Background: an optimization exercise with open tools, aiming at small area, a short achievable clock period and few clock cycles per item. Do not read the settings as production practice.
In this exercise RTL edits were held to simulation tests only and were not proved equivalent to the original.

==> flow/design.v (outline; a module is shown in full before it is edited, if it fits) <==
// module Bicubic: 291 lines
// module bicubic_kst1: 1992 lines
// module bicubic_kst2: 2034 lines
module Bicubic(
           input CLK,
           input RST,
           input enable,
           input [7:0] input_data,
           output reg [13:0] iaddr,
           output reg ird,
           output reg we,
           output reg [13:0] waddr,
           output reg [7:0] output_data,
           input [6:0] V0,
           input [6:0] H0,
           input [4:0] SW,
           input [4:0] SH,
           input [5:0] TW,
           input [5:0] TH,
           output reg DONE
       );
  // ...
==> flow/flow/run.sh <==
#!/bin/bash
# Layout flow: the standard flow (standard.sh) with two changes.
#  1. After the standard synthesis, flow/polar.py removes inverters between
#     full-adder cells: a full adder is self-dual, so feeding some adders the
#     complements of their inputs (and taking complemented outputs) makes most of
#     the inverters that synthesis left between adders unnecessary. Registers and
#     all other cells are untouched; the netlist stays logically equivalent.
#  2. Ports are buffered with sky130_fd_sc_hd__buf_2 (buffer_ports -buffer_cell)
#     instead of the default cell; every port still gets its buffer.
# Each tool's output goes to a log file in this folder.
set -euo pipefail
R="$PWD/orfs/results/${FLOW_PLATFORM}/Bicubic/base"
bash standard.sh "$R/1_2_yosys.v" > synth.log 2>&1
cp "$R/1_2_yosys.v" "$R/1_2_yosys.std.v"
python3 flow/polar.py "$R/1_2_yosys.std.v" "$R/1_2_yosys.v" > polar.log 2>&1
export BUFFER_PORTS_ARGS="-buffer_cell sky130_fd_sc_hd__buf_2"
bash standard.sh > layout.log 2>&1
==> flow/flow/polar.py <==
#!/usr/bin/env python3
"""Remove inverters around full-adder cells of a Yosys gate netlist.

A full adder is self-dual: fa(~a, ~b, ~c) = (~cout, ~sum). So any fa cell may be
"flipped": fed the complements of its inputs, it drives the complements of its
outputs. This script picks a flip for each fa cell (greedy local search) so that
fewer inverters are needed, then rewrites the netlist: every inverter tree hanging
off a net driven by a non-inverter cell is replaced by at most one inverter.
Registers, ports and all other cells are kept as they are; the netlist stays
logically equivalent.

usage: polar.py IN.v OUT.v
"""
import re
import sys
import random
from collections import defaultdict

src = open(sys.argv[1]).read()
m = re.search(r"\bmodule\s+(\w+)\s*\((.*?)\);", src, re.S)
body_start = m.end()
body_end = src.rindex("endmodule")
head = src[:body_start]
body = src[body_start:body_end]

# ports
ports = set()
for kind, rest in re.findall(r"^\s*(input|output|inout)\s+(?:\[[^\]]*\]\s*)?([^;]+);", body, re.M):
    for n in rest.split(","):
        ports.add(n.strip())

# items: split the body into statements, keep order
inst_re = re.compile(r"^\s*(sky130_fd_sc_hd__\w+)\s+(\S+)\s*\((.*?)\);\s*$", re.S | re.M)
items = []
pos = 0
for mm in inst_re.finditer(body):
    if mm.start() > pos:
        items.append(("text", body[pos:mm.start()]))
    typ, name, conns = mm.group(1), mm.group(2), mm.group(3)
    pins = []
    for p, n in re.findall(r"\.(\w+)\(([^()]*)\)", conns):
        pins.append([p, n.strip()])
    items.append(("inst", typ, name, pins))
    pos = mm.end()
items.append(("text", body[pos:]))

OUT = {"X", "Y", "Q", "Q_N", "SUM", "COUT", "HI", "LO"}
insts = {}
for it in items:
    if it[0] == "inst":
        insts[it[2]] = it

def is_fa(n):
    return insts[n][1].startswith("sky130_fd_sc_hd__fa_")

def is_inv(n):
    return insts[n][1].startswith("sky130_fd_sc_hd__inv_")

drv = {}
loads = defaultdict(list)      # net -> [(inst, pin index)]
for name, it in insts.items():
    for k, (p, n) in enumerate(it[3]):
        if p in OUT:
            drv[n] = name
        else:
            loads[n].append((name, k))

# nets mentioned in plain text (assign statements) count as external loads
text_nets = set()
for it in items:
    if it[0] == "text":
        for line in it[1].splitlines():
            if line.strip().startswith("assign"):
                for tok in re.findall(r"(\\\S+|[A-Za-z_][\w$]*(?:\[\d+\])?)", line):
                    text_nets.add(tok.strip())

def external(n):
    base = n.split("[")[0].strip()
    return n in ports or base in ports or n in text_nets or base.lstrip("\\") in text_nets

# source nets: driven by a non-inverter cell. Tree of loads through inverters.
trees = {}                     # src net -> (driver, [(inst, pin idx, parity)], [inverters])
member_of = {}                 # net in a tree -> its source net
inv_owned = set()
for n, d in drv.items():
    if is_inv(d):
        continue
    acc = []
    invs = []
    members = [n]
    ok = not external(n)
    stack = [(n, 0)]
    while stack:
        net, par = stack.pop()
        members.append(net)
        for (c, k) in loads[net]:
            if is_inv(c):
                y = insts[c][3][1][1] if insts[c][3][1][0] == "Y" else insts[c][3][0][1]
                invs.append(c)
                if external(y):
                    ok = False
                stack.append((y, par ^ 1))
            else:
                acc.append((c, k, par))
    if not invs and not any(is_fa(c) for c, _, _ in acc) and not is_fa(d):
        continue
    trees[n] = (d, acc, invs, ok)
    inv_owned.update(invs)
    for x in members:
        member_of[x] = n

fas = [n for n in insts if is_fa(n)]
P = {f: 0 for f in fas}
fixed = set()
for n, (d, acc, invs, ok) in trees.items():
    if not ok:
        if d in P:
            fixed.add(d)
        for c, _, _ in acc:
            if c in P:
                fixed.add(c)
# fa inputs driven by nets that are not trees (ports, inverters of non-tree nets...)
for f in fas:
    for p, n in insts[f][3]:
        if p in OUT:
            continue
        if n not in member_of or not trees[member_of[n]][3]:
            fixed.add(f)

def esc(n):
    return n + " " if n.startswith("\\") else n


def pol(c):
    return P.get(c, 0)

def cost(n):
    d, acc, invs, ok = trees[n]
    pd = pol(d)
    return 1 if any((pol(c) ^ par) != pd for c, _, par in acc) else 0

byfa = defaultdict(set)
for n, (d, acc, invs, ok) in trees.items():
    if d in P:
        byfa[d].add(n)
    for c, _, _ in acc:
        if c in P:
            byfa[c].add(n)

before = sum(1 for n in insts if is_inv(n))
random.seed(1)
total = sum(cost(n) for n in trees)
for it in range(30):
    changed = 0
    order = list(fas)
    random.shuffle(order)
    for f in order:
        if f in fixed:
            continue
        ns = byfa[f]
        b = sum(cost(n) for n in ns)
        P[f] ^= 1
        a = sum(cost(n) for n in ns)
        if a < b:
            changed += 1
        else:
            P[f] ^= 1
    if not changed:
        break

# rewrite
removed = set()
new_insts = []
new_wires = []
cnt = 0
for n, (d, acc, invs, ok) in trees.items():
    if not ok:
        continue
    pd = pol(d)
    need = any((pol(c) ^ par) != pd for c, _, par in acc)
    if not invs and not need:
        continue
    removed.update(invs)
    if need:
        cnt += 1
        w = "_polar_n%d_" % cnt
        new_wires.append(w)
        new_insts.append("  sky130_fd_sc_hd__inv_1 _polar_i%d_ (\n    .A(%s),\n    .Y(%s)\n  );\n" % (cnt, esc(n), w))
    for c, k, par in acc:
        want = pol(c) ^ par
        insts[c][3][k][1] = n if want == pd else w

after = before - len(removed) + cnt
out = [head]
for it in items:
    if it[0] == "text":
        out.append(it[1])
    else:
        typ, name, pins = it[1], it[2], it[3]
        if name in removed:
            continue
        out.append("  %s %s (\n%s\n  );" % (typ, name, ",\n".join("    .%s(%s)" % (p, esc(n)) for p, n in pins)))
# declare new wires after the header declarations, add new cells before endmodule
txt = "".join(out)
decl = "".join("  wire %s;\n" % w for w in new_wires)
# put declarations right after the module header
hdr_end = len(head)
txt = txt[:hdr_end] + "\n" + decl + txt[hdr_end:]
txt += "".join(new_insts) + "endmodule\n"
open(sys.argv[2], "w").write(txt)
print("fa cells %d (fixed %d, flipped %d); inverters %d -> %d" % (
    len(fas), len(fixed), sum(P.values()), before, after))
==> flow/standard.sh <==
#!/bin/bash
# synth_recipe.tcl (not shown) runs the flow's synth.tcl, then flattens the netlist and writes it again
# the make line also repeats each setting of config.mk as NAME=value (left out here)
make -C /OpenROAD-flow-scripts/flow DESIGN_CONFIG=/design/flow/config.mk WORK_HOME=/design/flow/orfs CLKGATE_MAP_FILE= SYNTH_SCRIPT=/design/flow/synth_recipe.tcl "${@:-finish}"
==> flow/config.mk <==
export PLATFORM = sky130hd
export DESIGN_NAME = Bicubic
export DESIGN_NICKNAME = Bicubic
export VERILOG_FILES = /design/flow/design.v
export SDC_FILE = /design/flow/constraint.sdc
export NUM_CORES = 4
export LEC_CHECK = 0
export CAP_MARGIN = 20
export CORE_MARGIN = 2
export CORE_UTILIZATION = 40
export SLEW_MARGIN = 20
==> flow/constraint.sdc <==
create_clock -name core_clock -period 110.0 [get_ports {CLK}]
set_input_delay 22.0000 -clock core_clock [delete_from_list [all_inputs] [get_ports {CLK}]]
set_output_delay 22.0000 -clock core_clock [all_outputs]
set_load 0.01 [all_outputs]
==> impl_metrics.env, run 1 <==
export IMPL_largestRegisters="QA x56, QB x56, S2r x41"
export IMPL_clockBufferDepth=3
export IMPL_ctsHtreeMaxLevel=2
export IMPL_stdcell_count=7764
export IMPL_syn2layout_area_growth_pct=7.88
export IMPL_fp_dieH_um=392
export IMPL_wl_met3_mm=10.2
export IMPL_wirelength_mm=156
export IMPL_grt_max_degree=56
export IMPL_wl_met1_mm=67.9
export IMPL_groute_usage_overall_pct=20.8
export IMPL_num_tap_cells=2016
export IMPL_yosysWarningCount=3
export IMPL_buf_share_pct=1.57
export IMPL_drc=0
export IMPL_cts_setup_buffers=0
export IMPL_multi_input_area_um2=44900
export IMPL_grt_pass1_vias=44300
export IMPL_final_area_um2=65000
export IMPL_placed_cell_area_um2=62900
export IMPL_drv_cap=0
export IMPL_crit_path_start_kind="flip-flop"
export IMPL_initialDrtViolationCount=2505
export IMPL_fin_ws_ns=86.71
export IMPL_dr_wl_met2_mm=73.7
export IMPL_tns_ns=0
export IMPL_timing_rr_end="S2r[35]"
export IMPL_clk_share_pct=3.35
export IMPL_status="complete, no violations"
export IMPL_grt_first_pass_wirelength_mm=250
export IMPL_routed_via_density=5.28
export IMPL_clock_sinks=503
Testbench counts, summed over its fixed seeds: cycles 88,702, pixels 56,749.
==> run 2, diff against run 1 <==
--- a/flow/flow/run.sh
+++ b/flow/flow/run.sh
@@ -3,7 +3,9 @@
 #  1. After the standard synthesis, flow/polar.py removes inverters between
 #     full-adder cells: a full adder is self-dual, so feeding some adders the
 #     complements of their inputs (and taking complemented outputs) makes most of
-#     the inverters that synthesis left between adders unnecessary. Registers and
+#     the inverters that synthesis left between adders unnecessary (two-input
+#     gates that drive inverters may also be swapped for their complement, e.g.
+#     and2 for nand2). Registers and
 #     all other cells are untouched; the netlist stays logically equivalent.
 #  2. Ports are buffered with sky130_fd_sc_hd__buf_2 (buffer_ports -buffer_cell)
 #     instead of the default cell; every port still gets its buffer.
--- a/flow/flow/polar.py
+++ b/flow/flow/polar.py
@@ -55,6 +55,20 @@
 
 def is_inv(n):
     return insts[n][1].startswith("sky130_fd_sc_hd__inv_")
+
+# two-input gates that have a complemented twin with the same inputs: (twin, output pin, twin's output pin, area change)
+TWIN = {
+    "sky130_fd_sc_hd__and2_1": ("sky130_fd_sc_hd__nand2_1", "X", "Y", 3.7536 - 6.256),
+    "sky130_fd_sc_hd__nand2_1": ("sky130_fd_sc_hd__and2_1", "Y", "X", 6.256 - 3.7536),
+    "sky130_fd_sc_hd__or2_1": ("sky130_fd_sc_hd__nor2_1", "X", "Y", 3.7536 - 6.256),
+    "sky130_fd_sc_hd__nor2_1": ("sky130_fd_sc_hd__or2_1", "Y", "X", 6.256 - 3.7536),
+    "sky130_fd_sc_hd__xor2_1": ("sky130_fd_sc_hd__xnor2_1", "X", "Y", 0.0),
+    "sky130_fd_sc_hd__xnor2_1": ("sky130_fd_sc_hd__xor2_1", "Y", "X", 0.0),
+}
+INV_AREA = 3.7536
+
+def is_twin(n):
+    return insts[n][1] in TWIN
 
 drv = {}
 loads = defaultdict(list)      # net -> [(inst, pin index)]
@@ -111,6 +125,12 @@
 
 fas = [n for n in insts if is_fa(n)]
 P = {f: 0 for f in fas}
+twins = []
+for n, (d, acc, invs, ok) in trees.items():
+    if ok and is_twin(d) and sum(1 for p, _ in insts[d][3] if p in OUT) == 1:
+        twins.append(d)
+        P[d] = 0
+fas_and_twins = fas + twins
 fixed = set()
 for n, (d, acc, invs, ok) in trees.items():
     if not ok:
@@ -131,42 +151,72 @@
     return n + " " if n.startswith("\\") else n
 
 
+def lpol(c):
+    return P[c] if c in P and is_fa(c) else 0
+
+
 def pol(c):
     return P.get(c, 0)
 
 def cost(n):
     d, acc, invs, ok = trees[n]
     pd = pol(d)
-    return 1 if any((pol(c) ^ par) != pd for c, _, par in acc) else 0
+    c = INV_AREA if any((lpol(c) ^ par) != pd for c, _, par in acc) else 0.0
+    if d in P and is_twin(d) and P[d]:
+        c += TWIN[insts[d][1]][3]
+    return c
 
 byfa = defaultdict(set)
 for n, (d, acc, invs, ok) in trees.items():
     if d in P:
         byfa[d].add(n)
     for c, _, _ in acc:
-        if c in P:
+        if c in P and is_fa(c):
             byfa[c].add(n)
 
 before = sum(1 for n in insts if is_inv(n))
+# compound moves: an adder together with the twin gates that feed only it
+feeders = defaultdict(list)
+for n, (d, acc, invs, ok) in trees.items():
+    if d in twins and len(set(c for c, _, _ in acc)) == 1 and is_fa(acc[0][0]):
+        feeders[acc[0][0]].append(d)
+
+def move_cost(vs):
+    ns = set()
+    for v in vs:
+        ns |= byfa[v]
+    return sum(cost(n) for n in ns)
+
 random.seed(1)
 total = sum(cost(n) for n in trees)
-for it in range(30):
+start_total = None
+def model():
+    return sum(cost(n) for n in trees)
+for phase, it in [(0, i) for i in range(30)] + [(1, i) for i in range(30)] + [(2, i) for i in range(30)]:
+    if it == 0:
+        print("phase", phase, "start", round(model()))
+        done = False
+    if done:
+        continue
     changed = 0
-    order = list(fas)
+    order = list(fas_and_twins) if phase != 1 else list(fas)
     random.shuffle(order)
     for f in order:
         if f in fixed:
             continue
-        ns = byfa[f]
-        b = sum(cost(n) for n in ns)
-        P[f] ^= 1
-        a = sum(cost(n) for n in ns)
-        if a < b:
-            changed += 1
-        else:
-            P[f] ^= 1
+        moves = [[f]] if phase != 1 else ([[f] + feeders[f]] if feeders.get(f) else [])
+        for vs in moves:
+            b = move_cost(vs)
+            for v in vs:
+                P[v] ^= 1
+            a = move_cost(vs)
+            if a < b - 1e-9:
+                changed += 1
+            else:
+                for v in vs:
+                    P[v] ^= 1
     if not changed:
-        break
+        done = True
 
 # rewrite
 removed = set()
@@ -177,7 +227,7 @@
     if not ok:
         continue
     pd = pol(d)
-    need = any((pol(c) ^ par) != pd for c, _, par in acc)
+    need = any((lpol(c) ^ par) != pd for c, _, par in acc)
     if not invs and not need:
         continue
     removed.update(invs)
@@ -187,9 +237,20 @@
         new_wires.append(w)
         new_insts.append("  sky130_fd_sc_hd__inv_1 _polar_i%d_ (\n    .A(%s),\n    .Y(%s)\n  );\n" % (cnt, esc(n), w))
     for c, k, par in acc:
-        want = pol(c) ^ par
+        want = lpol(c) ^ par
         insts[c][3][k][1] = n if want == pd else w
 
+for d in twins:
+    if P[d]:
+        typ = insts[d][1]
+        twin, op, np_, _ = TWIN[typ]
+        pins = insts[d][3]
+        for pp in pins:
+            if pp[0] == op:
+                pp[0] = np_
+        idx = items.index(insts[d])
+        items[idx] = ("inst", twin, d, pins)
+        insts[d] = items[idx]
 after = before - len(removed) + cnt
 out = [head]
 for it in items:
@@ -208,5 +269,6 @@
 txt = txt[:hdr_end] + "\n" + decl + txt[hdr_end:]
 txt += "".join(new_insts) + "endmodule\n"
 open(sys.argv[2], "w").write(txt)
-print("fa cells %d (fixed %d, flipped %d); inverters %d -> %d" % (
-    len(fas), len(fixed), sum(P.values()), before, after))
+print("area model %.0f -> %.0f" % (sum(INV_AREA for n in insts if is_inv(n)), sum(cost(n) for n in trees) + sum(INV_AREA for n in insts if is_inv(n) and n not in inv_owned)))
+print("fa cells %d (fixed %d, flipped %d); gates swapped for their twin %d of %d; inverters %d -> %d" % (
+    len(fas), len(fixed), sum(P[f] for f in fas), sum(P[d] for d in twins), len(twins), before, after))
--- a/flow/config.mk
+++ b/flow/config.mk
@@ -8,4 +8,6 @@
 export CAP_MARGIN = 20
 export CORE_MARGIN = 2
 export CORE_UTILIZATION = 40
+export CTS_CLUSTER_DIAMETER = 60
+export CTS_CLUSTER_SIZE = 30
 export SLEW_MARGIN = 20
==> run 2 against run 1 <==
Still clean on timing, DRC and antenna. Setup slack worse by 0.0058 ns. Sequential share of layout area is 0.16 points higher. Clock-buffer cell count is 15 lower. Clock skew is 0.045 ns higher. Via count is 0.92% lower. Hold slack better by 0.0055 ns. Routed wire length is 0.87% lower. Largest cell class unchanged.
==> impl_metrics.env, run 2 <==
export IMPL_hold_ws_ns=0.364
export IMPL_syn_inst=5699
export IMPL_criticalPathCategory="flip-flop to output pin"
export IMPL_worst_pin_slew_ns=1.16
export IMPL_groute_usage_overall_pct=20.8
export IMPL_antenna_found_initial=5
export IMPL_max_slew_margin_pct=22.6
export IMPL_critPathCaptureType="output pin"
export IMPL_cts_resized=0
export IMPL_numCtsBuffers=47
export IMPL_clock_sinks=503
export IMPL_clock_fmax_mhz=42.9
export IMPL_layout_common_cells="fa_1, nor2_1, and2_1"
export IMPL_arrival_ns=1.30
export IMPL_drv_cap=0
export IMPL_setup_viol=0
export IMPL_grt_first_pass_wirelength_mm=251
export IMPL_slowest_stage="edfxtp_1"
export IMPL_report_final_slew_viol_count=0
export IMPL_wl_met3_mm=8.87
export IMPL_crit_path_cell_trace="buf_2"
export IMPL_grt_max_degree=51
export IMPL_io_pins=86
export IMPL_clockBufferDepth=3
export IMPL_rsz0062_at_grt="false"
export IMPL_syn_cell_area_um2=60100
export IMPL_die_w_um=392
export IMPL_drtPass1Iterations=5
export IMPL_port_buffers=85
export IMPL_hold_violations=0
export IMPL_crit_buf_inv=1
export IMPL_slowest_delay_ns=0.46
export IMPL_cts_tree="yes"
export IMPL_hpwl_mm=111
export IMPL_fp_dieH_um=392
export IMPL_cts_setup_buffers=0
export IMPL_largestRegisters="QA x56, QB x56, S2r x41"
export IMPL_gp_congestion=0.844
export IMPL_syn_num_nets=7222
export IMPL_die_area_um2=153000
export IMPL_wirelength_mm=154
export IMPL_worstSkewPairLatency_ns=0.66
export IMPL_required_ns=88.00
export IMPL_num_vias=40600
export IMPL_drive_above_1_share_pct=7.50
export IMPL_hp_class="flip-flop to flip-flop"
export IMPL_dp_slack_ns=87.39
export IMPL_cts_root_buf="clkbuf_16"
export IMPL_status="complete, no violations"
export IMPL_fin_ws_ns=86.70
export IMPL_wl_per_cell_um=20.1
export IMPL_crit_path_start_kind="flip-flop"
export IMPL_finalNetCount=7151
export IMPL_layout_commonest_cell="fa_1"
export IMPL_ctsHtreeMaxLevel=2
export IMPL_cts_hold_buf=0
export IMPL_postRouteAntennaNets=0
export IMPL_wl_met1_mm=68.2
export IMPL_fin_crit_ns=23.30
export IMPL_routed_via_density=5.28
export IMPL_cp_top_family="flip-flops"
export IMPL_start_util_pct=40.2
export IMPL_num_fill_cells=14300
export IMPL_avgSynthCellArea_um2=10.6
export IMPL_top_layer_used="met5"
export IMPL_clk_pin_slew_ns=0.09
export IMPL_cp_max_fo=4
export IMPL_grt_pass1_vias=44400
export IMPL_drc=0
export IMPL_syn2layout_area_growth_pct=7.27
export IMPL_dr_wl_met2_mm=73.8
export IMPL_tns_ns=0
export IMPL_rows=142
export IMPL_grt_ovfl_total=0
export IMPL_coreArea_um2=150000
export IMPL_fin_skew_ns=0.0808
export IMPL_finalCritPeriodShare_pct=21.2
export IMPL_initialDrtViolationCount=2310
export IMPL_yosysWarningCount=3
==> run 2: area by class of cell <==
class	count	area [um2]	area share, %
antenna	2	5.00	0.00776
sequential	503	12600	19.5
tap	2016	2520	3.91
clock buffer	49	1190	1.85
inverter	445	1670	2.59
multi-input combinational	4470	44900	69.7
timing repair buffer	161	996	1.54
clock inverter	39	617	0.956
==> run 2: path summary, 6_finish.rpt <==
check	to	slack, ns	from	depth (start not counted)
max	iaddr[9]	86.70	iaddr[9]	1
min	P3[6]	0.36	P4[6]	0
max reg2reg	S2r[35]	90.67	state[2]	61
min reg2reg	P3[6]	0.36	P4[6]	0
max in group asynchronous	state[2]	88.22	RST	2
min in group asynchronous	ird	21.39	RST	2
==> run 2: stage by stage <==
stage | instance area (um2) | std cells | util [%]
floorplan | 60100 | 5699 | -
global placement | 62700 | 7595 | 41.9
detailed placement | 62700 | 7595 | 41.9
CTS | 64500 | 7683 | 43.1
global route | 64500 | 7684 | 43.1
finish | 64500 | 7685 | 43.1
==> run 2: layer usage <==
layer | vias to the layer above | track usage, %
li1 | 18300 | -
met1 | 20900 | 28.8
met4 | 4 | 4.29
met3 | 235 | 2.45
met2 | 1147 | 35.0
met5 | - | 0
==> module Bicubic, before the edit <==
module Bicubic(
           input CLK,
           input RST,
           input enable,
           input [7:0] input_data,
           output reg [13:0] iaddr,
           output reg ird,
           output reg we,
           output reg [13:0] waddr,
           output reg [7:0] output_data,
           input [6:0] V0,
           input [6:0] H0,
           input [4:0] SW,
           input [4:0] SH,
           input [5:0] TW,
           input [5:0] TH,
           output reg DONE
       );
localparam S_IDLE = 3'd0,
           S_LOAD = 3'd1,
           S_DIV  = 3'd2,
           S_RUN  = 3'd3,
           S_FIN1 = 3'd4,
           S_FIN2 = 3'd5;
localparam R_STEP = 2'd0,      
           R_COLS = 2'd1,      
           R_DONE = 2'd2;      
localparam QN = 7;
reg [2:0] state;
reg [1:0] rstate;
reg       hrun;            
reg       ahead;           
reg [6:0] rV0, rH0;
reg [4:0] rSW, rSH;
reg [5:0] rTW, rTH;
reg       ren;             
always @(posedge CLK) begin
    rV0 <= V0; rH0 <= H0; rSW <= SW; rSH <= SH; rTW <= TW; rTH <= TH;
end
wire [5:0] tw1 = rTW - 6'd1;
wire [5:0] th1 = rTH - 6'd1;
reg [19:0] hq, vq;
reg [5:0]  hr, vr;
reg [5:0]  y;
reg [19:0] rowA, rowB;
reg [5:0]  remB;
reg [1:0]  nstep;          
reg        pmr;            
reg        n5;             
reg        lastr;          
reg        pmh;            
reg        lasth;          
reg [5:0]  x;
reg [19:0] col;
reg [5:0]  crem;
reg        hsel;           
wire [4:0]  ci = col[19:15];
wire [14:0] cf = col[14:0];
reg [8*QN-1:0] QA, QB;
reg [5:0] base;            
reg [3:0] qcnt;            
reg [2:0] credit;          
reg [5:0] rdj;             
reg [2:0] rdk;             
reg       rdact;           
reg       v1;              
reg [7:0] P0, P1, P2, P3, P4;
reg [2:0] pcnt;
reg       vbp;             
reg [40:0] S2r;
reg [7:0]  k1r;
reg [14:0] kfr;
reg [7:0]  bpv;            
reg        vs, vsb, vsy;   
reg        hs, hsb, hsy;   
reg        hsl;            
reg        hsp;            
reg        rfzA, rfzB;     
reg [13:0] wa;             
wire [2:0] npix  = n5 ? 3'd5 : 3'd4;
wire       run   = (state == S_RUN);
wire       issVa = (pcnt == npix);
wire       issVb = vbp;
wire       hwin  = (base == {1'b0, ci}) && ((qcnt >= 4'd4) || (cf == 15'd0 && qcnt >= 4'd2));
wire       issV  = issVa | issVb;
wire       hcand = run && hrun && hwin;
wire       fVz   = issVa ? rfzA : rfzB;
wire       engV  = issV && !(fVz && hcand);    
wire       issH  = hcand && (!issV || fVz || cf == 15'd0);
wire       xadv  = issH && (hsel || !pmh);
wire       hend  = xadv && (x == tw1);
wire       htake  = run && (hend || !hrun) && ahead && !(hend && lasth);
wire       rstart = run && (rstate == R_STEP) && (nstep == 2'd0) && (!ahead || htake);
wire       plo = issVa ? n5 : 1'b1;      
wire [7:0] v0  = plo ? P0 : P1;
wire [7:0] v1d = plo ? P1 : P2;
wire [7:0] v2  = plo ? P2 : P3;
wire [7:0] v3  = plo ? P3 : P4;
wire [7:0] h1 = hsel ? QB[15:8] : QA[15:8];
wire [7:0] k0 = engV ? v0  : (hsel ? QB[7:0]   : QA[7:0]);
wire [7:0] k1 = engV ? v1d : h1;
wire [7:0] k2 = engV ? v2  : (hsel ? QB[23:16] : QA[23:16]);
wire [7:0] k3 = engV ? v3  : (hsel ? QB[31:24] : QA[31:24]);
wire [14:0] kf = engV ? (issVa ? rowA[14:0] : rowB[14:0]) : cf;
wire [40:0] S2;
bicubic_kst1 u_kst1(.k0(k0), .k1(k1), .k2(k2), .k3(k3), .f(kf), .S2(S2));
wire [7:0] kres;
bicubic_kst2 u_kst2(.S2(S2r), .k1(k1r), .f(kfr), .res(kres));
wire [6:0]  crem_s = {1'b0, crem} + {1'b0, hr};
wire        ccar   = crem_s >= {1'b0, tw1};
wire [19:0] col_n  = col + hq + {19'd0, ccar};
wire [5:0]  crem_n = ccar ? crem_s[5:0] - tw1 : crem_s[5:0];
wire [6:0]  rrem_s = {1'b0, remB} + {1'b0, vr};
wire        rcar   = rrem_s >= {1'b0, th1};
wire [19:0] row_n  = rowB + vq + {19'd0, rcar};
wire [5:0]  rrem_n = rcar ? rrem_s[5:0] - th1 : rrem_s[5:0];
wire [6:0] hdt = {hr, hq[19]};
wire       hdb = hdt >= {1'b0, tw1};
wire [6:0] vdt = {vr, vq[19]};
wire       vdb = vdt >= {1'b0, th1};
wire       qinc    = vs && (vsb || !pmr);
wire [7:0] vres    = vsy ? bpv : kres;
wire [7:0] hres    = hsy ? bpv : kres;
wire [5:0] ci_next = xadv ? {1'b0, col_n[19:15]} : {1'b0, ci};
wire       shift   = (qcnt != 4'd0) && (ci_next != base);
wire [3:0] qpos    = shift ? qcnt - 4'd1 : qcnt;
wire [5:0] lastcol = {1'b0, rSW} + 6'd1;
wire       rdstart = run && (rstate == R_COLS) && !rdact && (rdj <= lastcol) && (credit != 3'd0);
wire       rdgo    = rdact || rdstart;
wire       vquiet  = !rdact && !v1 && (pcnt == 3'd0) && !vbp;
wire [13:0] rowaddr = {1'b0, rH0, 6'd0} + {2'b0, rH0, 5'd0} + {5'b0, rH0, 2'd0}
                    + {7'd0, rV0} + {9'd0, rowA[19:15]} - 14'd101;
wire [4:0] rid    = rowB[19:15] - rowA[19:15];
wire       pm_new = (y != th1) && (rid <= 5'd1);
wire [13:0] wsum = wa + (hsb ? {8'd0, rTW} : 14'd0);
always @(posedge CLK or posedge RST) begin
    if (RST) begin
        state <= S_IDLE;
        ren   <= 1'b0;
        DONE  <= 1'b0;
        we    <= 1'b0;
        ird   <= 1'b0;
        vs    <= 1'b0;
        hs    <= 1'b0;
    end else begin
        ren <= enable;
        vs  <= issV;
        hs  <= issH;
        we  <= hs;
        ird <= rdgo;
        case (state)
        S_IDLE: begin
            DONE <= 1'b0;
            if (ren) state <= S_LOAD;
        end
        S_LOAD: state <= S_DIV;
        S_DIV:  if (x == 6'd19) state <= S_RUN;
        S_RUN:  if (hend && lasth) state <= S_FIN1;
        S_FIN1: state <= S_FIN2;
        S_FIN2: DONE <= 1'b1;
        default: state <= S_IDLE;
        endcase
    end
end
integer i;
always @(posedge CLK) begin
    if (state == S_LOAD) begin
        hq     <= {rSW - 5'd1, 15'd0};
        vq     <= {rSH - 5'd1, 15'd0};
        hr     <= 6'd0;
        vr     <= 6'd0;
        x      <= 6'd0;
        y      <= 6'h3f;
        rowB   <= 20'd0;
        rfzB   <= 1'b1;
        remB   <= 6'd0;
        nstep  <= 2'd1;
        rstate <= R_STEP;
        hrun   <= 1'b0;
        ahead  <= 1'b0;
        wa     <= 14'd0;
        rdact  <= 1'b0;
        base   <= 6'd0;
        qcnt   <= 4'd0;
        credit <= QN;
    end
    if (state == S_DIV) begin
        x   <= x + 6'd1;
        hr  <= hdb ? hdt[5:0] - tw1 : hdt[5:0];
        hq  <= {hq[18:0], hdb};
        vr  <= vdb ? vdt[5:0] - th1 : vdt[5:0];
        vq  <= {vq[18:0], vdb};
    end
    if (run) begin
        case (rstate)
        R_STEP: begin
            if (nstep != 2'd0) begin
                y     <= y + 6'd1;
                rowA  <= rowB;
                rowB  <= row_n;
                rfzA  <= rfzB;
                rfzB  <= (row_n[14:0] == 15'd0);
                remB  <= rrem_n;
                nstep <= nstep - 2'd1;
            end else if (rstart) begin
                pmr    <= pm_new;
                n5     <= pm_new && (rid != 5'd0);
                lastr  <= (pm_new ? y + 6'd1 : y) == th1;
                rdj    <= 6'd0;
                rdk    <= 3'd0;
                rstate <= R_COLS;
            end
        end
        R_COLS: begin
            if (rdj > lastcol && vquiet) begin
                nstep  <= pmr ? 2'd2 : 2'd1;
                rstate <= lastr ? R_DONE : R_STEP;
            end
        end
        default: ;
        endcase
    end
    v1 <= ird;
    if (rdgo) begin
        if (rdstart && rdj == 6'd0) iaddr <= rowaddr;
        else if (rdstart)           iaddr <= iaddr + (n5 ? 14'd96 : 14'd97);
        else                        iaddr <= iaddr + 14'd1;
        rdact <= (rdk != npix - 3'd1);
        if (rdk == npix - 3'd1) begin
            rdk <= 3'd0;
            rdj <= rdj + 6'd1;
        end else begin
            rdk <= rdk + 3'd1;
        end
    end
    P0 <= P1; P1 <= P2; P2 <= P3; P3 <= P4; P4 <= input_data;
    if (state == S_LOAD || state == S_DIV) pcnt <= 3'd0;
    else if (issVa) pcnt <= v1 ? 3'd1 : 3'd0;
    else if (v1) pcnt <= pcnt + 3'd1;
    vbp <= issVa && pmr;
    if (issH) hsel <= !xadv;
    if (xadv) begin
        x    <= x + 6'd1;
        col  <= col_n;
        crem <= crem_n;
    end
    if (htake || hend) begin
        x     <= 6'd0;
        col   <= 20'd0;
        crem  <= 6'd0;
        hsel  <= 1'b0;
        hrun  <= htake;
    end
    if (htake) begin
        pmh   <= pmr;
        lasth <= lastr;
    end
    if (run) ahead <= rstart || (ahead && !htake);
    S2r  <= S2;
    k1r  <= k1;
    kfr  <= kf;
    bpv  <= engV ? h1 : v1d;
    vsb  <= issVb;
    vsy  <= !engV;
    hsb  <= hsel;
    hsy  <= engV;
    hsl  <= (x == tw1);
    hsp  <= pmh;
    for (i = 0; i < QN; i = i + 1) begin
        if (vs && !vsb && qpos == i)
            QA[8*i +: 8] <= vres;
        else if (shift && i < QN - 1)
            QA[8*i +: 8] <= QA[8*i + 8 +: 8];
        if (vs && vsb && qpos == i)
            QB[8*i +: 8] <= vres;
        else if (shift && i < QN - 1)
            QB[8*i +: 8] <= QB[8*i + 8 +: 8];
    end
    if (run) begin
        base   <= base + {5'd0, shift} - (hend ? lastcol + 6'd1 : 6'd0);
        qcnt   <= qcnt + {3'd0, qinc} - {3'd0, shift};
        credit <= credit + {2'd0, shift} - {2'd0, rdstart};
    end
    if (hs) begin
        output_data <= hres;
        waddr       <= wsum;
        if (hsb || !hsp)
            wa <= ((hsb && hsl) ? wsum : wa) + 14'd1;
    end
end
endmodule
==> run 3, diff against run 2 <==
--- a/flow/design.v
+++ b/flow/design.v
@@ -281,12 +281,10 @@
         qcnt   <= qcnt + {3'd0, qinc} - {3'd0, shift};
         credit <= credit + {2'd0, shift} - {2'd0, rdstart};
     end
-    if (hs) begin
-        output_data <= hres;
-        waddr       <= wsum;
-        if (hsb || !hsp)
-            wa <= ((hsb && hsl) ? wsum : wa) + 14'd1;
-    end
+    output_data <= hres;
+    waddr       <= wsum;
+    if (hs && (hsb || !hsp))
+        wa <= ((hsb && hsl) ? wsum : wa) + 14'd1;
 end
 endmodule
 module bicubic_kst1(
==> flow/config.mk (replaced) <==
export PLATFORM = sky130hd
export DESIGN_NAME = Bicubic
export DESIGN_NICKNAME = Bicubic
export VERILOG_FILES = /design/flow/design.v
export SDC_FILE = /design/flow/constraint.sdc
export NUM_CORES = 4
export LEC_CHECK = 0
export CAP_MARGIN = 0
export CORE_MARGIN = 2
export CORE_UTILIZATION = 40
export SLEW_MARGIN = 0
==> run 3 against run 2 <==
Still clean on timing, DRC and antenna. Global-route usage about the same. Cell count about the same. Flip-flop and latch count unchanged. Critical endpoint is now iaddr[4].
==> impl_metrics.env, run 3 <==
export IMPL_status="complete, no violations"
export IMPL_numCtsBuffers=58
export IMPL_use_met1_pct=29.0
export IMPL_clockBufferDepth=3
export IMPL_drc=0
export IMPL_clk_pin_slew_ns=0.06
export IMPL_slowest_delay_ns=0.45
export IMPL_routed_via_density=5.29
export IMPL_finalNetCount=7139
export IMPL_crit_buf_inv=1
export IMPL_syn_inst=5671
export IMPL_avgSynthCellArea_um2=10.6
export IMPL_cp_top_family="flip-flops"
export IMPL_grt_pass1_vias=44400
export IMPL_multi_input_area_um2=45200
export IMPL_rsz0062_at_grt="false"
export IMPL_gp_congestion=0.836
export IMPL_grt_first_pass_wirelength_mm=252
export IMPL_hpwl_mm=110
export IMPL_required_ns=88.00
export IMPL_grt_max_degree=54
export IMPL_yosysWarningCount=3
export IMPL_syn2layout_area_growth_pct=7.47
export IMPL_syn_cell_area_um2=60300
export IMPL_cp_max_fo=5
export IMPL_cts_setup_buffers=0
export IMPL_seqCellArea_um2=12500
export IMPL_finalCritPeriodShare_pct=21.2
export IMPL_max_slew_margin_pct=16.5
export IMPL_cts_tree="yes"
export IMPL_io_pins=86
export IMPL_report_final_slew_viol_count=0
export IMPL_gr_usage_met3_pct=2.54
export IMPL_syn_num_nets=7194
export IMPL_largestRegisters="QA x56, QB x56, S2r x41"
export IMPL_hold_violations=0
export IMPL_coreArea_um2=150000
export IMPL_initialDrtViolationCount=2535
export IMPL_drv_cap=0
export IMPL_layout_commonest_cell="fa_1"
export IMPL_wl_per_cell_um=20.1
export IMPL_worstSkewPairLatency_ns=0.67
export IMPL_placed_cells=7572
export IMPL_postRouteAntennaNets=0
export IMPL_clock_sinks=503
export IMPL_die_w_um=392
export IMPL_cts_resized=0
export IMPL_grt_ovfl_total=0
export IMPL_fin_skew_ns=0.0552
export IMPL_arrival_ns=1.29
export IMPL_num_vias=40600
export IMPL_start_util_pct=40.3
export IMPL_final_area_um2=64800
export IMPL_layout_common_cells="fa_1, and2_1, nor2_1"
export IMPL_stdcell_count=7682
export IMPL_antenna_found_initial=3
export IMPL_utilization_pct=43.3
export IMPL_crit_path_start_kind="flip-flop"
export IMPL_hp_class="flip-flop to flip-flop"
export IMPL_groute_usage_overall_pct=20.8
export IMPL_wirelength_mm=155
export IMPL_fin_ws_ns=86.71
export IMPL_dp_slack_ns=87.39
export IMPL_setup_viol=0
export IMPL_die_area_um2=154000
export IMPL_fp_dieH_um=392
export IMPL_worst_pin_slew_ns=1.25
export IMPL_ctsHtreeMaxLevel=2
export IMPL_clock_fmax_mhz=42.9
export IMPL_tns_ns=0
export IMPL_cts_hold_buf=0
export IMPL_crit_path_cell_trace="buf_2"
export IMPL_critPathCaptureType="output pin"
export IMPL_port_buffers=85
export IMPL_placed_cell_area_um2=62900
export IMPL_fin_crit_ns=23.29
export IMPL_drive_above_1_share_pct=7.98
export IMPL_num_fill_cells=14100
export IMPL_cts_root_buf="clkbuf_16"
export IMPL_criticalPathCategory="flip-flop to output pin"
export IMPL_grt_util_met2_pct=34.7
export IMPL_grt_busiest_layer="met2"
export IMPL_drtPass1Iterations=5
export IMPL_rows=142
export IMPL_slowest_stage="edfxtp_1"
==> run 3: worst paths after layout <==
check                      cells after the start  startpoint  endpoint  slack, ns
min                                            0       P2[1]     P1[1]       0.36
max                                            1    iaddr[4]  iaddr[4]      86.71
max reg2reg                                   65     qcnt[2]   S2r[40]      90.66
min reg2reg                                    0       P2[1]     P1[1]       0.36
min in group asynchronous                      2         RST       ird      21.29
max in group asynchronous                      2         RST        we      88.46
==> run 3: per-layer routing <==
| layer | vias to the layer above | part of all wire, % |
|---|---|---|
| met5 | - | 0.0084 |
| met4 | 2 | 2.2 |
| met3 | 222 | 5.3 |
| met2 | 1075 | 48 |
| met1 | 21000 | 45 |
| li1 | 18300 | - |
==> run 3: stage by stage <==
stage                     hold WS (ns)
after global routing             0.374
after floorplan                  0.331
after CTS                        0.354
after detailed placement         0.359
after global placement           0.348
final                            0.359
==> run 3: cell type report <==
class | instances | share of cell area [%]
timing repair buffer | 163 | 1.56
inverter | 440 | 2.55
tap | 2016 | 3.89
clock inverter | 31 | 0.521
multi-input combinational | 4450 | 69.7
sequential | 503 | 19.3
antenna | 1 | 0.00386
clock buffer | 78 | 2.51
Testbench counts of run 3, summed over its fixed seeds: cycles 88,702, pixels 56,749.
==> run 4, diff against run 3 <==
==> flow/config.mk (replaced) <==
export PLATFORM = sky130hd
export DESIGN_NAME = Bicubic
export DESIGN_NICKNAME = Bicubic
export VERILOG_FILES = /design/flow/design.v
export SDC_FILE = /design/flow/constraint.sdc
export NUM_CORES = 4
export LEC_CHECK = 0
export CAP_MARGIN = 20
export CORE_MARGIN = 2
export CORE_UTILIZATION = 60
export PLACE_DENSITY = 0.75
export SLEW_MARGIN = 20
==> run 4 against run 3 <==
Synthesized cell count is the same. Critical path depth is the same. Final area fell by 1.8%. Setup slack better by 0.0069 ns. Register-to-register slack improved by 0.17 ns. Synthesized area unchanged. Via count up 1.7%. Clock-buffer cell count is 7 lower. Largest cell class unchanged. Highest routed layer unchanged.
==> impl_metrics.env, run 4 <==
export IMPL_grt_ovfl_total=0
export IMPL_wl_per_cell_um=21.4
export IMPL_slowest_delay_ns=0.46
export IMPL_cts_hold_buf=0
export IMPL_drive_above_1_share_pct=7.79
export IMPL_crit_path_start_kind="flip-flop"
export IMPL_cp_top_family="flip-flops"
export IMPL_clock_fmax_mhz=42.9
export IMPL_layout_commonest_cell="fa_1"
export IMPL_diodes=0
export IMPL_arrival_ns=1.29
export IMPL_cts_root_buf="clkbuf_16"
export IMPL_fin_crit_ns=23.29
export IMPL_clk_pin_slew_ns=0.07
export IMPL_tns_ns=0
export IMPL_cts_setup_buffers=0
export IMPL_report_final_slew_viol_count=0
export IMPL_hold_depth=0
export IMPL_crit_path_cell_trace="buf_2"
export IMPL_cp_max_fo=4
export IMPL_stdcell_count=6949
export IMPL_layout_common_cells="fa_1, and2_1, nor2_1"
export IMPL_antenna_found_initial=2
export IMPL_cts_tree="yes"
export IMPL_ctsHtreeMaxLevel=2
export IMPL_coreArea_um2=99900
export IMPL_num_vias=41300
export IMPL_cts_resized=0
export IMPL_criticalPathCategory="flip-flop to output pin"
export IMPL_die_w_um=321
export IMPL_finalNetCount=7129
export IMPL_clock_sinks=503
export IMPL_drc=0
export IMPL_required_ns=88.00
export IMPL_syn_cell_area_um2=60300
export IMPL_finalCritPeriodShare_pct=21.2
export IMPL_port_buffers=85
export IMPL_crit_buf_inv=1
export IMPL_slowest_stage="edfxtp_1"
export IMPL_worstSkewPairLatency_ns=0.64
export IMPL_rows=116
export IMPL_syn2layout_area_growth_pct=5.51
export IMPL_groute_usage_overall_pct=29.9
export IMPL_setup_viol=0
export IMPL_status="complete, no violations"
export IMPL_drv_cap=0
export IMPL_grt_max_degree=51
export IMPL_grt_pass1_vias=45500
export IMPL_fp_dieH_um=321
export IMPL_yosysWarningCount=3
export IMPL_hpwl_mm=109
export IMPL_postRouteAntennaNets=0
export IMPL_io_pins=86
export IMPL_hold_violations=0
export IMPL_numCtsBuffers=53
export IMPL_gp_congestion=0.896
export IMPL_largestRegisters="QA x56, QB x56, S2r x41"
export IMPL_die_area_um2=103000
export IMPL_hp_class="flip-flop to flip-flop"
export IMPL_syn_num_nets=7194
export IMPL_grt_first_pass_wirelength_mm=243
export IMPL_start_util_pct=60.4
export IMPL_drtPass1Iterations=6
export IMPL_placed_cells=6849
export IMPL_worst_pin_slew_ns=1.17
export IMPL_wirelength_mm=149
export IMPL_syn_inst=5671
export IMPL_routed_via_density=5.94
export IMPL_critPathCaptureType="output pin"
export IMPL_max_slew_margin_pct=22.1
export IMPL_fin_skew_ns=0.0361
export IMPL_initialDrtViolationCount=2792
export IMPL_cp_num_cells=1
export IMPL_avgSynthCellArea_um2=10.6
export IMPL_rsz0062_at_grt="false"
export IMPL_clockBufferDepth=3
export IMPL_r2r_cells=64
## run 4: per-layer routing
layer  vias to the layer above  share of wire, %  global-route usage, %  wire length [um]
met5                         -            0.0074                      0                11
met4                         2               3.7                   10.5              5520
met3                       380               7.0                   4.70             10400
met2                      1602                50                   51.9             74000
met1                     21100                39                   38.1             58700
li1                      18300                 -                      -                 -
## run 4: layout make-up
| type | count | area, um2 |
|---|---|---|
| Clock buffer | 71 | 1430 |
| Clock inverter | 29 | 297 |
| Fill cell | 7897 | 36200 |
| Inverter | 440 | 1650 |
| Multi-Input combinational cell | 4450 | 45200 |
| Sequential cell | 503 | 12500 |
| Tap cell | 1298 | 1620 |
| Timing Repair Buffer | 158 | 971 |
## run 4: per-stage QoR
stage	cell area [um2]	util [%]	setup slack [ns]	hold WS, ns
6_report	63600	63.7	86.71	0.357
5_1_grt	63600	63.7	86.68	0.373
4_1_cts	63600	63.7	86.69	0.357
3_5_place_dp	61900	62.0	87.38	0.346
3_3_place_gp	61900	62.0	87.39	0.347
2_1_floorplan	60300	-	87.54	0.331
## run 4: final timing paths
kind	slack, ns	to	startpoint
max	86.71	iaddr[11]	iaddr[11]
min	0.36	P3[5]	P4[5]
max reg2reg	90.83	S2r[40]	state[2]
min reg2reg	0.36	P3[5]	P4[5]
max in group asynchronous	88.45	hs	RST
min in group asynchronous	21.30	vs	RST
## run 4: worst reg2reg max path, delay by kind of cell, from the launching register on
kind                       cells  cell delay (ns)
buffers and inverters          8             1.38
DFF                            1             0.44
AOI/OAI and AO/OA             23             4.17
adders and majority gates     18             8.63
and+or+nand+nor               10             2.73
muxes                          1             0.78
xor gates and xnor gates       4             0.89
==> run 5, diff against run 4 <==
--- a/flow/config.mk
+++ b/flow/config.mk
@@ -8,5 +8,4 @@
 export CAP_MARGIN = 20
 export CORE_MARGIN = 2
 export CORE_UTILIZATION = 60
-export PLACE_DENSITY = 0.75
 export SLEW_MARGIN = 20
==> run 5 against run 4 <==
Still clean. Clock-buffer cell count grew 8. Sequential share of layout area shrank 0.16 points. Flip-flop and latch count is the same. Critical path depth is the same. Via count grew 0.12%. Final area grew 0.79%. Cell count grew 0.59%. Synthesized area is the same. Non-clock buffer count grew 29. Routed wire length grew 7.0%.
==> impl_metrics.env, run 5 <==
export IMPL_diodes=0
export IMPL_required_ns=88.00
export IMPL_syn_inst=5671
export IMPL_syn_cell_area_um2=60300
export IMPL_hpwl_mm=114
export IMPL_antenna_found_initial=2
export IMPL_groute_usage_overall_pct=32.2
export IMPL_die_w_um=321
export IMPL_largestRegisters="QA x56, QB x56, S2r x41"
export IMPL_crit_path_start_kind="flip-flop"
export IMPL_cp_top_family="flip-flops"
export IMPL_drv_cap=0
export IMPL_drtPass1Iterations=5
export IMPL_cts_setup_buffers=0
export IMPL_hold_violations=0
export IMPL_cts_tree="yes"
export IMPL_fp_dieH_um=321
export IMPL_routed_via_density=5.92
export IMPL_cts_hold_buf=0
export IMPL_worstSkewPairLatency_ns=0.69
export IMPL_io_pins=86
export IMPL_hp_class="flip-flop to flip-flop"
export IMPL_grt_ovfl_total=0
export IMPL_tns_ns=0
export IMPL_critPathCaptureType="output pin"
export IMPL_setup_viol=0
export IMPL_slowest_delay_ns=0.45
export IMPL_layout_common_cells="fa_1, and2_1, nor2_1"
export IMPL_rsz0062_at_grt="false"
export IMPL_finalNetCount=7164
export IMPL_rows=116
export IMPL_hold_ws_ns=0.361
export IMPL_start_util_pct=60.4
export IMPL_syn2layout_area_growth_pct=6.35
export IMPL_cp_max_fo=5
export IMPL_clockBufferDepth=3
export IMPL_wirelength_mm=159
export IMPL_port_buffers=85
export IMPL_fin_skew_ns=0.0602
export IMPL_criticalPathCategory="flip-flop to output pin"
export IMPL_crit_buf_inv=1
export IMPL_clock_fmax_mhz=42.9
export IMPL_stdcell_count=6990
export IMPL_cts_resized=0
export IMPL_dp_slack_ns=87.37
export IMPL_arrival_ns=1.32
export IMPL_die_area_um2=103000
export IMPL_grt_pass1_vias=44400
export IMPL_crit_path_cell_trace="buf_2"
export IMPL_finalCritPeriodShare_pct=21.2
export IMPL_grt_first_pass_wirelength_mm=255
export IMPL_max_slew_margin_pct=29.1
export IMPL_report_final_slew_viol_count=0
export IMPL_syn_num_nets=7194
export IMPL_gp_congestion=0.865
export IMPL_clk_pin_slew_ns=0.06
export IMPL_ctsHtreeMaxLevel=2
export IMPL_clock_sinks=503
export IMPL_num_vias=41400
export IMPL_layout_commonest_cell="fa_1"
export IMPL_slowest_stage="edfxtp_1"
export IMPL_avgSynthCellArea_um2=10.6
export IMPL_worst_pin_slew_ns=1.06
export IMPL_initialDrtViolationCount=3042
export IMPL_placed_cells=6878
export IMPL_grt_max_degree=52
export IMPL_postRouteAntennaNets=0
export IMPL_drc=0
export IMPL_yosysWarningCount=3
export IMPL_numCtsBuffers=59
export IMPL_drive_above_1_share_pct=8.36
export IMPL_fin_ws_ns=86.68
export IMPL_status="complete, no violations"
export IMPL_wl_per_cell_um=22.8
export IMPL_cts_root_buf="clkbuf_16"
export IMPL_num_fill_cells=8221
export IMPL_fin_crit_ns=23.32
export IMPL_coreArea_um2=99900
## run 5: cell types whose count changed in the layout (fill, tap and decap cells not counted), moves of 2 or more
cell	previous run	this run
clkbuf_8	4	8
dfxtp_2	7	2
inv_6	1	3
clkbuf_16	53	62
buf_4	72	102
clkbuf_1	14	9
clkinv_2	6	13
clkinvlp_4	10	4
dfxtp_1	250	255
clkinv_4	2	4
## run 5: worst paths after layout
check,from,to,slack (ns),cells past startpoint
max,iaddr[3],iaddr[3],86.68,1
min,P4[6],P3[6],0.36,0
max reg2reg,qcnt[2],S2r[40],90.52,61
min reg2reg,P4[6],P3[6],0.36,0
max in group asynchronous,RST,state[2],88.48,2
min in group asynchronous,RST,we,21.27,2
## run 5: cell type report
type	instances	area, um2	share of cell area (%)
sequential	503	12500	19.5
multi-input combinational	4450	45100	70.4
clock buffer	79	1700	2.64
inverter	440	1650	2.57
tap	1298	1620	2.53
clock inverter	33	348	0.542
timing repair buffer	187	1190	1.86
## run 5: per-layer routing
layer	global-route usage, %	vias up	wire length [um]
met4	8.17	2	4290
met1	44.0	21400	67300
li1	-	18300	-
met3	4.29	286	10000
met2	54.5	1334	77400
met5	0	-	13
## run 5: through the flow
step	util (%)	area, um2
global placement	62.2	62100
CTS	64.2	64100
floorplan	-	60300
detailed placement	62.2	62100
global route	64.2	64100
finish	64.2	64100
==> run 6, diff against run 5 <==
--- a/flow/config.mk
+++ b/flow/config.mk
@@ -7,5 +7,5 @@
 export LEC_CHECK = 0
 export CAP_MARGIN = 20
 export CORE_MARGIN = 2
-export CORE_UTILIZATION = 60
+export CORE_UTILIZATION = 40
 export SLEW_MARGIN = 20
==> run 6 against run 5 <==
Clock-buffer cell count rose by 9. Via count fell by 1.9%. Routed wire length down 2.8%. Global-route usage is 11 points lower. Critical path depth is the same. Core utilization is 21 points lower. Register-to-register slack improved by 0.23 ns.
==> impl_metrics.env, run 6 <==
export IMPL_rsz0062_at_grt="false"
export IMPL_crit_buf_inv=1
export IMPL_yosysWarningCount=3
export IMPL_r2r_start="qcnt[2]"
export IMPL_status="complete, no violations"
export IMPL_criticalPathCategory="flip-flop to output pin"
export IMPL_port_buffers=85
export IMPL_max_slew_margin_pct=27.7
export IMPL_tns_ns=0
export IMPL_postRouteAntennaNets=0
export IMPL_avgSynthCellArea_um2=10.6
export IMPL_gp_congestion=0.836
export IMPL_clk_pin_slew_ns=0.06
export IMPL_fp_dieH_um=392
export IMPL_numCtsBuffers=57
export IMPL_critPathCaptureType="output pin"
export IMPL_arrival_ns=1.30
export IMPL_hold_path_startpoint="P3[5]"
export IMPL_hold_ws_ns=0.366
export IMPL_worst_pin_slew_ns=1.08
export IMPL_hpwl_mm=110
export IMPL_syn_cell_area_um2=60300
export IMPL_grt_max_degree=54
export IMPL_slowest_delay_ns=0.45
export IMPL_clock_fmax_mhz=42.9
export IMPL_die_area_um2=154000
export IMPL_crit_path_cell_trace="buf_2"
export IMPL_r2r_cells=65
export IMPL_cp_max_fo=5
export IMPL_r2r_setup_slack_ns=90.75
export IMPL_clock_sinks=503
export IMPL_cts_resized=0
export IMPL_cts_root_buf="clkbuf_16"
export IMPL_layout_common_cells="fa_1, and2_1, nor2_1"
export IMPL_rows=142
export IMPL_required_ns=88.00
export IMPL_drv_cap=0
export IMPL_cp_top_family="flip-flops"
export IMPL_initialDrtViolationCount=2730
export IMPL_routed_via_density=5.28
export IMPL_report_final_slew_viol_count=0
export IMPL_wirelength_mm=155
export IMPL_fin_crit_ns=23.30
export IMPL_groute_usage_overall_pct=20.8
export IMPL_die_w_um=392
export IMPL_finalNetCount=7139
export IMPL_num_vias=40600
export IMPL_largestRegisters="QA x56, QB x56, S2r x41"
export IMPL_start_util_pct=40.3
export IMPL_cts_hold_buf=0
export IMPL_cts_tree="yes"
export IMPL_drtPass1Iterations=5
export IMPL_fin_skew_ns=0.0376
export IMPL_clockBufferDepth=3
export IMPL_num_fill_cells=14100
export IMPL_syn2layout_area_growth_pct=7.44
export IMPL_grt_pass1_vias=44400
export IMPL_ctsHtreeMaxLevel=2
export IMPL_io_pins=86
export IMPL_slowest_stage="edfxtp_1"
export IMPL_whs_endpoint="P2[5]"
export IMPL_coreArea_um2=150000
export IMPL_cts_setup_buffers=0
export IMPL_syn_num_nets=7194
export IMPL_hold_violations=0
export IMPL_layout_commonest_cell="fa_1"
export IMPL_drc=0
export IMPL_antenna_found_initial=2
export IMPL_drive_above_1_share_pct=7.98
export IMPL_syn_inst=5671
export IMPL_wl_per_cell_um=20.1
export IMPL_hp_class="flip-flop to flip-flop"
export IMPL_grt_ovfl_total=0
export IMPL_fin_ws_ns=86.70
export IMPL_grt_first_pass_wirelength_mm=252
export IMPL_dp_slack_ns=87.39
export IMPL_setup_viol=0
export IMPL_crit_path_start_kind="flip-flop"
export IMPL_finalCritPeriodShare_pct=21.2
export IMPL_worstSkewPairLatency_ns=0.66
export IMPL_hold_depth=0
export IMPL_timing_rr_end="S2r[40]"
==> run 6: worst max-delay path by stage <==
stage	startpoint	slack [ns]	cells past startpoint	to
after CTS	iaddr[4]	86.67	1	iaddr[4]
after floorplan	iaddr[4]	87.54	0	iaddr[4]
final	iaddr[4]	86.70	1	iaddr[4]
after global placement	iaddr[3]	87.40	1	iaddr[3]
after global routing	iaddr[4]	86.66	1	iaddr[4]
after detailed placement	iaddr[4]	87.39	1	iaddr[4]
==> run 6: metrics by stage <==
step	util, %	area, um2	cells
2_1_floorplan	-	60300	5671
4_1_cts	43.3	64800	7680
3_3_place_gp	42.0	62900	7572
5_1_grt	43.3	64800	7681
3_5_place_dp	42.0	62900	7572
6_report	43.3	64800	7685
==> run 6: area by class of cell <==
class | instances | area [um2] | area share [%]
diodes | 4 | 10.0 | 0.0154
multi-input cells | 4450 | 45200 | 69.7
flip-flops and latches | 503 | 12500 | 19.3
inverters | 440 | 1650 | 2.55
well taps | 2016 | 2520 | 3.89
repair buffers | 164 | 1010 | 1.57
clock buffers | 88 | 1760 | 2.71
clock inverters | 20 | 169 | 0.261
==> run 6: routing by layer <==
layer  track usage [%]  wire length (um)  part of all wire, %  vias up
li1                  -                 -                    -    18300
met1              29.1             69800                   45    21000
met4              4.76              3220                  2.1        0
met3              2.42              8140                  5.3      196
met5                 0                 0                    0        -
met2              34.6             73500                   48     1087
==> run 7, diff against run 6 <==
--- a/flow/config.mk
+++ b/flow/config.mk
@@ -5,6 +5,7 @@
 export SDC_FILE = /design/flow/constraint.sdc
 export NUM_CORES = 4
 export LEC_CHECK = 0
+export ABC_AREA = 1
 export CAP_MARGIN = 20
 export CORE_MARGIN = 2
 export CORE_UTILIZATION = 40
==> run 7 against run 6 <==
Critical path depth did not move. Global-route usage rose by 0.54 points. Routed wire length rose by 4.8%. Synthesized area rose by 0.62%.
==> impl_metrics.env, run 7 <==
export IMPL_status="complete, no violations"
export IMPL_required_ns=88.00
export IMPL_yosysWarningCount=3
export IMPL_cp_top_family="flip-flops"
export IMPL_final_area_um2=65100
export IMPL_syn_cell_area_um2=60700
export IMPL_arrival_ns=1.33
export IMPL_cts_resized=0
export IMPL_cts_hold_buf=0
export IMPL_syn_inst=6564
export IMPL_worstSkewPairLatency_ns=0.69
export IMPL_criticalPathCategory="flip-flop to output pin"
export IMPL_wirelength_mm=162
export IMPL_clock_sinks=503
export IMPL_fin_crit_ns=23.33
export IMPL_start_util_pct=40.4
export IMPL_num_vias=44600
export IMPL_drive_above_1_share_pct=5.26
export IMPL_cts_root_buf="clkbuf_16"
export IMPL_io_pins=86
export IMPL_cp_max_fo=5
export IMPL_clockBufferDepth=3
export IMPL_hold_violations=0
export IMPL_drv_cap=0
export IMPL_cts_tree="yes"
export IMPL_layout_commonest_cell="nand2_1"
export IMPL_fp_dieH_um=394
export IMPL_crit_path_start_kind="flip-flop"
export IMPL_layout_common_cells="nand2_1, fa_1, inv_1"
export IMPL_slowest_delay_ns=0.46
export IMPL_finalCritPeriodShare_pct=21.2
export IMPL_max_slew_margin_pct=19.8
export IMPL_clk_pin_slew_ns=0.06
export IMPL_cts_setup_buffers=0
export IMPL_antenna_found_initial=0
export IMPL_initialDrtViolationCount=3194
export IMPL_critPathCaptureType="output pin"
export IMPL_drc=0
export IMPL_crit_path_cell_trace="buf_2"
export IMPL_grt_pass1_vias=48100
export IMPL_gp_congestion=0.862
export IMPL_numCtsBuffers=57
export IMPL_rows=142
export IMPL_syn2layout_area_growth_pct=7.20
export IMPL_fin_skew_ns=0.0708
export IMPL_coreArea_um2=150000
export IMPL_routed_via_density=5.22
export IMPL_tns_ns=0
export IMPL_grt_max_degree=72
export IMPL_grt_ovfl_total=0
export IMPL_crit_buf_inv=1
export IMPL_seqCellArea_um2=12500
export IMPL_die_w_um=394
export IMPL_slowest_stage="edfxtp_1"
export IMPL_placed_cell_area_um2=63200
export IMPL_ctsHtreeMaxLevel=2
export IMPL_hpwl_mm=116
export IMPL_groute_usage_overall_pct=21.4
export IMPL_diodes=0
export IMPL_num_fill_cells=14700
export IMPL_hp_class="flip-flop to flip-flop"
export IMPL_wl_per_cell_um=19.0
export IMPL_setup_viol=0
export IMPL_multi_input_area_um2=44300
export IMPL_rsz0062_at_grt="false"
export IMPL_grt_first_pass_wirelength_mm=264
export IMPL_port_buffers=85
export IMPL_avgSynthCellArea_um2=9.25
export IMPL_clock_fmax_mhz=42.9
export IMPL_syn_num_nets=8087
export IMPL_postRouteAntennaNets=0
export IMPL_report_final_slew_viol_count=0
export IMPL_worst_pin_slew_ns=1.20
export IMPL_largestRegisters="QA x56, QB x56, S2r x41"
export IMPL_die_area_um2=155000
export IMPL_drtPass1Iterations=6
export IMPL_finalNetCount=8009
==> run 7: worst paths after layout <==
kind | start | to | slack, ns | cells after the start
worst max-delay path | iaddr[7] | iaddr[7] | 86.67 | 1
max in group asynchronous | RST | ren | 88.18 | 2
worst min register to register | P2[7] | P1[7] | 0.31 | 0
min in group asynchronous | RST | hs | 21.39 | 2
worst min-delay path | P2[7] | P1[7] | 0.31 | 0
worst max register to register | qcnt[2] | S2r[38] | 91.69 | 63
==> run 7: layout make-up <==
type,count,area share [%]
Multi-Input combinational cell,4985,68.0
Clock inverter,29,0.525
Tap cell,2016,3.88
Inverter,785,4.53
Sequential cell,503,19.2
Clock buffer,78,2.39
Timing Repair Buffer,154,1.45
==> run 7: stage by stage <==
| stage | cells | setup WS (ns) | hold slack [ns] | utilization (%) |
|---|---|---|---|---|
| after detailed placement | 8443 | 87.40 | 0.336 | 42.0 |
| after global placement | 8443 | 87.29 | 0.333 | 42.0 |
| final | 8550 | 86.67 | 0.309 | 43.3 |
| after global routing | 8550 | 86.60 | 0.340 | 43.3 |
| after CTS | 8550 | 86.62 | 0.321 | 43.3 |
| after floorplan | 6564 | 87.56 | 0.331 | - |
==> run 7: metal layers <==
layer	track usage [%]	share of wire (%)
met4	5.81	2.8
met2	36.8	49
met3	2.81	5.8
met5	0	0
met1	28.2	43

[port drivers added, routing unchanged]
How much do the figures lean on ideal ports? The routed layouts below were timed once more, with nothing changed but the port constraints.
Step 1 assumes that a clkbuf_16 drives the clock port and a buf_2 every other input.
Step 2 adds t to the input delays and takes it off the output delays; t is the mean of the earliest and latest rising clock arrival at the registers after step 1. Input paths then give back, and output paths get back, about the clock's delay inside the block.
Slacks: no drivers / after step 1 / after step 2; pairs: no drivers / after step 1.
| run | t, ns | setup slack, ns | worst hold slack (ns) | worst setup path at the end | worst slew at a driven data input, ns |
|---|---|---|---|---|---|
| run 1 | 0.718 | 86.709 / 86.640 / 87.358 | 0.358 / 0.358 / 0.358 | register to output | 0.03 |
| run 2 | 0.697 | 86.703 / 86.629 / 87.325 | 0.364 / 0.364 / 0.364 | register to output | 0.03 |
| run 3 | 0.711 | 86.705 / 86.636 / 87.347 | 0.359 / 0.359 / 0.359 | register to output | 0.03 |
| run 4 | 0.687 | 86.712 / 86.648 / 87.335 | 0.357 / 0.357 / 0.357 | register to output | 0.03 |
| run 5 | 0.735 | 86.683 / 86.612 / 87.347 | 0.361 / 0.361 / 0.361 | register to output | 0.03 |
| run 6 | 0.712 | 86.702 / 86.636 / 87.348 | 0.366 / 0.366 / 0.366 | register to output | 0.03 |
| run 7 | 0.726 | 86.668 / 86.600 / 87.326 | 0.309 / 0.309 / 0.309 | register to output | 0.03 |
After both steps setup and hold are still met in every run listed.
